This design comes from an exercise in tuning for small area on the open sky130 flow, not from production work.
Only simulation tests tie the RTL to the original design; equivalence was not proved.
Power and IR drop assume default switching activity.

Setup of before:
==> flow/design.v (excerpt) <==
module gpio_axil #
(
    parameter NUM_GPIO = 32,  
    parameter AXIL_ADDR_WIDTH = 16,
    parameter AXIL_ADDR_BASE = 0,
    parameter RB_NEXT_PTR = 0
)
(
    input  wire                         clk,
    input  wire                         rst,
    input  wire [AXIL_ADDR_WIDTH-1:0]   s_axil_awaddr,
    input  wire [2:0]                   s_axil_awprot,
    input  wire                         s_axil_awvalid,
    output wire                         s_axil_awready,
    input  wire [31:0]                  s_axil_wdata,
    input  wire [3:0]                   s_axil_wstrb,
    input  wire                         s_axil_wvalid,
    output wire                         s_axil_wready,
    output wire [1:0]                   s_axil_bresp,
    output wire                         s_axil_bvalid,
    input  wire                         s_axil_bready,
    input  wire [AXIL_ADDR_WIDTH-1:0]   s_axil_araddr,
    input  wire [2:0]                   s_axil_arprot,
    input  wire                         s_axil_arvalid,
    output wire                         s_axil_arready,
    output wire [31:0]                  s_axil_rdata,
    output wire [1:0]                   s_axil_rresp,
  ...
Size: ~1000 cells after synthesis, about 220 I/O pins.
==> flow/config.mk <==
export PLATFORM = sky130hd
export DESIGN_NAME = gpio_axil
export DESIGN_NICKNAME = gpio_axil
export VERILOG_FILES = /design/flow/design.v
export SDC_FILE = /design/flow/constraint.sdc
export NUM_CORES = 4
export LEC_CHECK = 0
export CAP_MARGIN = 20
export CORE_MARGIN = 2
export CORE_UTILIZATION = 50
export SLEW_MARGIN = 20
export SYNTH_HIERARCHICAL = 1
==> flow/constraint.sdc <==
create_clock -name core_clock -period 5.0 [get_ports {clk}]
set_input_delay 1.0000 -clock core_clock [delete_from_list [all_inputs] [get_ports {clk}]]
set_output_delay 1.0000 -clock core_clock [all_outputs]
set_load 0.01 [all_outputs]
standard.sh (not shown) runs the stock make flow with config.mk's settings and CLKGATE_MAP_FILE= SYNTH_SCRIPT=/design/flow/synth_recipe.tcl, a recipe that flattens the netlist after the stock synthesis.
==> flow/flow/run.sh <==
#!/bin/bash
# Standard layout, except: combinational cells start at their smallest drive
# strength, the ports get the smallest buffer, and the clock tree uses
# larger leaf clusters.
set -o pipefail
here=$(cd "$(dirname "$0")" && pwd)
bash standard.sh \
  "PRE_FLOORPLAN_TCL=$here/downsize.tcl" \
  "BUFFER_PORTS_ARGS=-buffer_cell sky130_fd_sc_hd__buf_1" \
  "CTS_ARGS=-sink_clustering_enable -repair_clock_nets -dont_use_dummy_load -buf_list sky130_fd_sc_hd__clkbuf_16 -sink_clustering_size 36 -sink_clustering_max_diameter 70" \
  finish > standard.log 2>&1
==> flow/flow/downsize.tcl <==
# Before floorplanning: put every combinational cell at the smallest drive
# strength of its function. The repairs later in the flow size up whatever
# timing, slew or capacitance needs.
set ds_dont_use $::env(DONT_USE_CELLS)
set ds_count 0
foreach inst [get_cells *] {
  set master [get_property $inst ref_name]
  if {![regexp {^(sky130_fd_sc_hd__[a-z0-9]+)_([0-9]+)$} $master -> base drive]} { continue }
  if {[regexp {__(df|edf|sdf|dl|conb|tap|fill|decap|clk)} $base]} { continue }
  set best $master
  set best_area [get_property [lindex [get_lib_cells */$master] 0] area]
  foreach cand [get_lib_cells */${base}_*] {
    set cname [get_name $cand]
    if {![regexp "^${base}_\[0-9\]+\$" $cname]} { continue }
    if {[lsearch -exact $ds_dont_use $cname] >= 0} { continue }
    set a [get_property $cand area]
    if {$a < $best_area - 1e-6} { set best $cname; set best_area $a }
  }
  if {$best ne $master} {
    replace_cell $inst [lindex [get_lib_cells */$best] 0]
    incr ds_count
  }
}
puts "downsize: $ds_count cells set to their smallest drive strength"
Every stage of the flow completed for before, and the final layout passed the timing, DRC and antenna checks.
Input-level comparison between after and before:
-- flow/flow/run.sh --
<<< before, line 9
  "BUFFER_PORTS_ARGS=-buffer_cell sky130_fd_sc_hd__buf_1" \
  "CTS_ARGS=-sink_clustering_enable -repair_clock_nets -dont_use_dummy_load -buf_list sky130_fd_sc_hd__clkbuf_16 -sink_clustering_size 36 -sink_clustering_max_diameter 70" \
  finish > standard.log 2>&1
>>> after, line 9
  "BUFFER_PORTS_ARGS=-buffer_cell sky130_fd_sc_hd__buf_1" \
  "CTS_ARGS=-sink_clustering_enable -repair_clock_nets -dont_use_dummy_load -buf_list sky130_fd_sc_hd__clkbuf_8 -sink_clustering_size 16 -sink_clustering_max_diameter 60" \
  finish > standard.log 2>&1
## What came out
Any difference in maximum clock skew at final layout between before and after is small enough to ignore.
For the design area, after came in about 0.6% lower than before did.
Period utilization is higher on before

* * *

gpio_axil, a different RTL version from the one above (not shown whole).
Size: about 1000 cells after synthesis, roughly 220 I/O pins.
export LEC_CHECK = 0
export CAP_MARGIN = 20
export CORE_MARGIN = 2
export CORE_UTILIZATION = 50
export SLEW_MARGIN = 20
export SYNTH_HIERARCHICAL = 1
create_clock -name core_clock -period 5.0 [get_ports {clk}]
==> flow/flow/run.sh <==
#!/bin/bash
# Standard layout, except: combinational cells start at their smallest drive
# strength, the ports get the smallest buffer, and the clock tree uses
# larger leaf clusters.
set -o pipefail
here=$(cd "$(dirname "$0")" && pwd)
bash standard.sh \
  "PRE_FLOORPLAN_TCL=$here/downsize.tcl" \
  "BUFFER_PORTS_ARGS=-buffer_cell sky130_fd_sc_hd__buf_1" \
  "CTS_ARGS=-sink_clustering_enable -repair_clock_nets -dont_use_dummy_load -buf_list sky130_fd_sc_hd__clkbuf_8 -sink_clustering_size 18 -sink_clustering_max_diameter 60" \
  finish > standard.log 2>&1
Scripts as last shown in full above: flow/flow/downsize.tcl
Change:
--- a/flow/flow/run.sh
+++ b/flow/flow/run.sh
@@ -8,4 +8,4 @@
   "PRE_FLOORPLAN_TCL=$here/downsize.tcl" \
   "BUFFER_PORTS_ARGS=-buffer_cell sky130_fd_sc_hd__buf_1" \
-  "CTS_ARGS=-sink_clustering_enable -repair_clock_nets -dont_use_dummy_load -buf_list sky130_fd_sc_hd__clkbuf_8 -sink_clustering_size 18 -sink_clustering_max_diameter 60" \
+  "CTS_ARGS=-sink_clustering_enable -repair_clock_nets -dont_use_dummy_load -buf_list sky130_fd_sc_hd__clkbuf_8 -sink_clustering_size 16 -sink_clustering_max_diameter 60" \
   finish > standard.log 2>&1
Settings changed: CORE_UTILIZATION 50 to 62.
Result: The changed run completed without violations. Setup slack is worse by 0.010 ns. Clock power is lower by about 4%. Combinational power stays flat. Maximum frequency barely changes. Worst hold slack gains 0.044 ns. Die area fell by 19%. Utilization came out higher by 13 points. Routed wire length is lower by 4.9%. Global-route usage increases by 5.5 points. First-iteration DRC count goes up by 16%.
Change:
--- a/flow/flow/run.sh
+++ b/flow/flow/run.sh
@@ -8,4 +8,4 @@
   "PRE_FLOORPLAN_TCL=$here/downsize.tcl" \
   "BUFFER_PORTS_ARGS=-buffer_cell sky130_fd_sc_hd__buf_1" \
-  "CTS_ARGS=-sink_clustering_enable -repair_clock_nets -dont_use_dummy_load -buf_list sky130_fd_sc_hd__clkbuf_8 -sink_clustering_size 16 -sink_clustering_max_diameter 60" \
+  "CTS_ARGS=-sink_clustering_enable -repair_clock_nets -dont_use_dummy_load -buf_list sky130_fd_sc_hd__clkbuf_8 -sink_clustering_size 20 -sink_clustering_max_diameter 50" \
   finish > standard.log 2>&1
Settings changed: CORE_UTILIZATION 62 to 50.
The changed run completed without violations.
Fmax came out higher by 0.72%.
Power came out higher by about 4.4%.
Clock skew came out higher by 0.021 ns.
Hold slack gets worse by 0.029 ns.
Synthesized cell count is unchanged.
Change:
--- a/flow/flow/run.sh
+++ b/flow/flow/run.sh
@@ -8,4 +8,4 @@
   "PRE_FLOORPLAN_TCL=$here/downsize.tcl" \
   "BUFFER_PORTS_ARGS=-buffer_cell sky130_fd_sc_hd__buf_1" \
-  "CTS_ARGS=-sink_clustering_enable -repair_clock_nets -dont_use_dummy_load -buf_list sky130_fd_sc_hd__clkbuf_8 -sink_clustering_size 20 -sink_clustering_max_diameter 50" \
+  "CTS_ARGS=-sink_clustering_enable -repair_clock_nets -dont_use_dummy_load -buf_list sky130_fd_sc_hd__clkbuf_8 -sink_clustering_size 18 -sink_clustering_max_diameter 60" \
   finish > standard.log 2>&1
Settings changed: CORE_UTILIZATION 50 to 57.
The new run completed without violations.
Hold slack improved by 0.030 ns.
Clock power came out lower by about 10%.
Cell area fell by 1.4%.
Power went down by 4.4%.
Clock-buffer cell count falls by 8.
Setup slack got worse by 0.0099 ns.
Via count is higher by 1.1%.
Maximum frequency is about the same.

* * *

## exp/onyx
Another version of the RTL of gpio_axil (not shown whole).
Design gpio_axil, start of the top module:
module gpio_axil #
(
    parameter NUM_GPIO = 32,  
    parameter AXIL_ADDR_WIDTH = 16,
    parameter AXIL_ADDR_BASE = 0,
    parameter RB_NEXT_PTR = 0
)
(
    input  wire                         clk,
    input  wire                         rst,
    input  wire [AXIL_ADDR_WIDTH-1:0]   s_axil_awaddr,
    input  wire [2:0]                   s_axil_awprot,
    input  wire                         s_axil_awvalid,
    output wire                         s_axil_awready,
    input  wire [31:0]                  s_axil_wdata,
    input  wire [3:0]                   s_axil_wstrb,
    input  wire                         s_axil_wvalid,
    output wire                         s_axil_wready,
    output wire [1:0]                   s_axil_bresp,
    output wire                         s_axil_bvalid,
    input  wire                         s_axil_bready,
    input  wire [AXIL_ADDR_WIDTH-1:0]   s_axil_araddr,
    input  wire [2:0]                   s_axil_arprot,
    input  wire                         s_axil_arvalid,
    output wire                         s_axil_arready,
    output wire [31:0]                  s_axil_rdata,
    output wire [1:0]                   s_axil_rresp,
    output wire                         s_axil_rvalid,
    input  wire                         s_axil_rready,
    output wire                         irq,
    input  wire [NUM_GPIO-1:0]          gpio_i,
    output wire [NUM_GPIO-1:0]          gpio_t,
    output wire [NUM_GPIO-1:0]          gpio_o
);
export LEC_CHECK = 0
export CAP_MARGIN = 20
export CORE_MARGIN = 2
export CORE_UTILIZATION = 50
export SLEW_MARGIN = 20
export SYNTH_HIERARCHICAL = 1
create_clock -name core_clock -period 5.0 [get_ports {clk}]
==> flow/flow/run.sh <==
#!/bin/bash
# Standard layout, except: combinational cells start at their smallest drive
# strength, the ports get the smallest buffer, and the clock tree uses
# larger leaf clusters.
set -o pipefail
here=$(cd "$(dirname "$0")" && pwd)
bash standard.sh \
  "PRE_FLOORPLAN_TCL=$here/downsize.tcl" \
  "BUFFER_PORTS_ARGS=-buffer_cell sky130_fd_sc_hd__buf_1" \
  "CTS_ARGS=-sink_clustering_enable -repair_clock_nets -buf_list sky130_fd_sc_hd__clkbuf_8 -sink_clustering_size 16 -sink_clustering_max_diameter 50" \
  finish > standard.log 2>&1
==> flow/flow/downsize.tcl <==
# Before floorplanning: put every combinational cell at the smallest drive
# strength of its function. The repairs later in the flow size up whatever
# timing, slew or capacitance needs.
set lib_area {}
foreach lib [get_libs *] {
  foreach cell [get_lib_cells -quiet [get_name $lib]/*] {
    dict set lib_area [get_name $cell] [get_property $cell area]
  }
}
set dont_use {}
foreach c $::env(DONT_USE_CELLS) { lappend dont_use $c }
set n 0
foreach inst [[ord::get_db_block] getInsts] {
  set master [[$inst getMaster] getName]
  if {![regexp {^(sky130_fd_sc_hd__[a-z0-9]+)_([0-9]+)$} $master -> base drive]} { continue }
  if {[regexp {__(df|edf|sdf|dl|conb|tap|fill|decap|clk)} $base]} { continue }
  set best $master
  set best_area [dict get $lib_area $master]
  foreach cand [dict keys $lib_area ${base}_*] {
    if {![regexp "^${base}_\[0-9\]+\$" $cand]} { continue }
    if {[lsearch -exact $dont_use $cand] >= 0} { continue }
    set a [dict get $lib_area $cand]
    if {$a < $best_area - 1e-6} { set best $cand; set best_area $a }
  }
  if {$best ne $master} {
    replace_cell $inst [get_lib_cells $best]
    incr n
  }
}
puts "downsize: $n cells set to their smallest drive strength"
exp/onyx is listed as incomplete: the tool reported an error in floorplan (2_1_floorplan) and the run ended there.
Relative to exp/onyx, the following input files were edited for exp/nickel:
--- a/flow/flow/run.sh
+++ b/flow/flow/run.sh
@@ -9,3 +9,3 @@
   "BUFFER_PORTS_ARGS=-buffer_cell sky130_fd_sc_hd__buf_1" \
-  "CTS_ARGS=-sink_clustering_enable -repair_clock_nets -buf_list sky130_fd_sc_hd__clkbuf_8 -sink_clustering_size 16 -sink_clustering_max_diameter 50" \
+  "CTS_ARGS=-sink_clustering_enable -repair_clock_nets -buf_list sky130_fd_sc_hd__clkbuf_8 -sink_clustering_size 24 -sink_clustering_max_diameter 80" \
   finish > standard.log 2>&1
### Flow results
- What ended exp/nickel was a tool error in floorplan (2_1_floorplan); the run never finished.
### exp/nickel -> exp/lagoon
--- a/flow/flow/run.sh
+++ b/flow/flow/run.sh
@@ -9,3 +9,3 @@
   "BUFFER_PORTS_ARGS=-buffer_cell sky130_fd_sc_hd__buf_1" \
-  "CTS_ARGS=-sink_clustering_enable -repair_clock_nets -buf_list sky130_fd_sc_hd__clkbuf_8 -sink_clustering_size 24 -sink_clustering_max_diameter 80" \
+  "CTS_ARGS=-sink_clustering_enable -repair_clock_nets -buf_list sky130_fd_sc_hd__clkbuf_16 -sink_clustering_size 30 -sink_clustering_max_diameter 60" \
   finish > standard.log 2>&1
==> flow/flow/downsize.tcl <==
# Before floorplanning: put every combinational cell at the smallest drive
# strength of its function. The repairs later in the flow size up whatever
# timing, slew or capacitance needs.
set ds_dont_use $::env(DONT_USE_CELLS)
set ds_count 0
foreach inst [get_cells *] {
  set master [get_property $inst ref_name]
  if {![regexp {^(sky130_fd_sc_hd__[a-z0-9]+)_([0-9]+)$} $master -> base drive]} { continue }
  if {[regexp {__(df|edf|sdf|dl|conb|tap|fill|decap|clk)} $base]} { continue }
  set best $master
  set best_area [get_property [lindex [get_lib_cells */$master] 0] area]
  foreach cand [get_lib_cells */${base}_*] {
    set cname [get_name $cand]
    if {![regexp "^${base}_\[0-9\]+\$" $cname]} { continue }
    if {[lsearch -exact $ds_dont_use $cname] >= 0} { continue }
    set a [get_property $cand area]
    if {$a < $best_area - 1e-6} { set best $cname; set best_area $a }
  }
  if {$best ne $master} {
    replace_cell $inst [lindex [get_lib_cells */$best] 0]
    incr ds_count
  }
}
puts "downsize: $ds_count cells set to their smallest drive strength"
==> run summary <==
Having completed the whole flow, exp/lagoon delivered a layout that passed the timing, DRC and antenna checks.
Modified inputs, exp/raven compared to exp/lagoon
--- a/flow/flow/run.sh
+++ b/flow/flow/run.sh
@@ -9,3 +9,3 @@
   "BUFFER_PORTS_ARGS=-buffer_cell sky130_fd_sc_hd__buf_1" \
-  "CTS_ARGS=-sink_clustering_enable -repair_clock_nets -buf_list sky130_fd_sc_hd__clkbuf_16 -sink_clustering_size 30 -sink_clustering_max_diameter 60" \
+  "CTS_ARGS=-sink_clustering_enable -repair_clock_nets -buf_list sky130_fd_sc_hd__clkbuf_8 -sink_clustering_size 16 -sink_clustering_max_diameter 50" \
   finish > standard.log 2>&1
## What came out
Compare exp/lagoon and exp/raven | first-pass GRT wire length higher: exp/raven
Between exp/lagoon and exp/raven, the non-clock buffer area fraction after layout figures differ only marginally.
exp/lagoon → exp/raven: cell-internal power went down; fmax went down; cell area did not really move; total wire length after detailed routing went up; switching power total went up.
As far as critical path depth in cells goes, exp/raven and exp/lagoon are indistinguishable; the numbers are identical.
Sort exp/lagoon and exp/raven by final-layout clock buffer total, descending, and exp/raven comes first.
Total power of the final layout across exp/lagoon and exp/raven: no real change.

## separate check: timing with driven ports
How much do the figures lean on ideal ports? The routed layouts below were timed once more, with nothing changed but the port constraints.
Step 1, drivers: a clkbuf_16 drives clk and a buf_2 each remaining input, both assumed.
Step 2, shift: input delay + t, output delay - t, t = (earliest + latest rising clock arrival at the registers) / 2. This alone moves slack from input paths to output paths.
a / b / c = no drivers / after step 1 / after step 2; a / b = the first two.
run	t (ns)	setup slack, ns	slew at the worst register clock pin (ns)	worst data-port slew with drivers (ns)	pins driven straight from the clock port
before	0.538	1.584 / 1.612 / 1.074	0.11 / 0.11	0.09	1
after	0.589	1.596 / 1.553 / 1.039	0.11 / 0.11	0.07	1
the first run of note 2	0.585	1.544 / 1.500 / 1.040	0.11 / 0.11	0.08	1
the second run of note 2	0.571	1.534 / 1.494 / 1.064	0.10 / 0.10	0.08	1
the third run of note 2	0.615	1.558 / 1.515 / 1.074	0.11 / 0.11	0.08	1
the fourth run of note 2	0.578	1.549 / 1.504 / 1.067	0.11 / 0.11	0.08	1
exp/lagoon	0.555	1.418 / 1.370 / 1.107	0.10 / 0.10	0.08	1
exp/raven	0.630	1.298 / 1.254 / 1.072	0.10 / 0.10	0.08	1
After both steps every run listed still meets setup and hold. For after, which loses most, drivers alone change the setup slack by -0.043 ns; drivers and shift together by -0.557 ns.
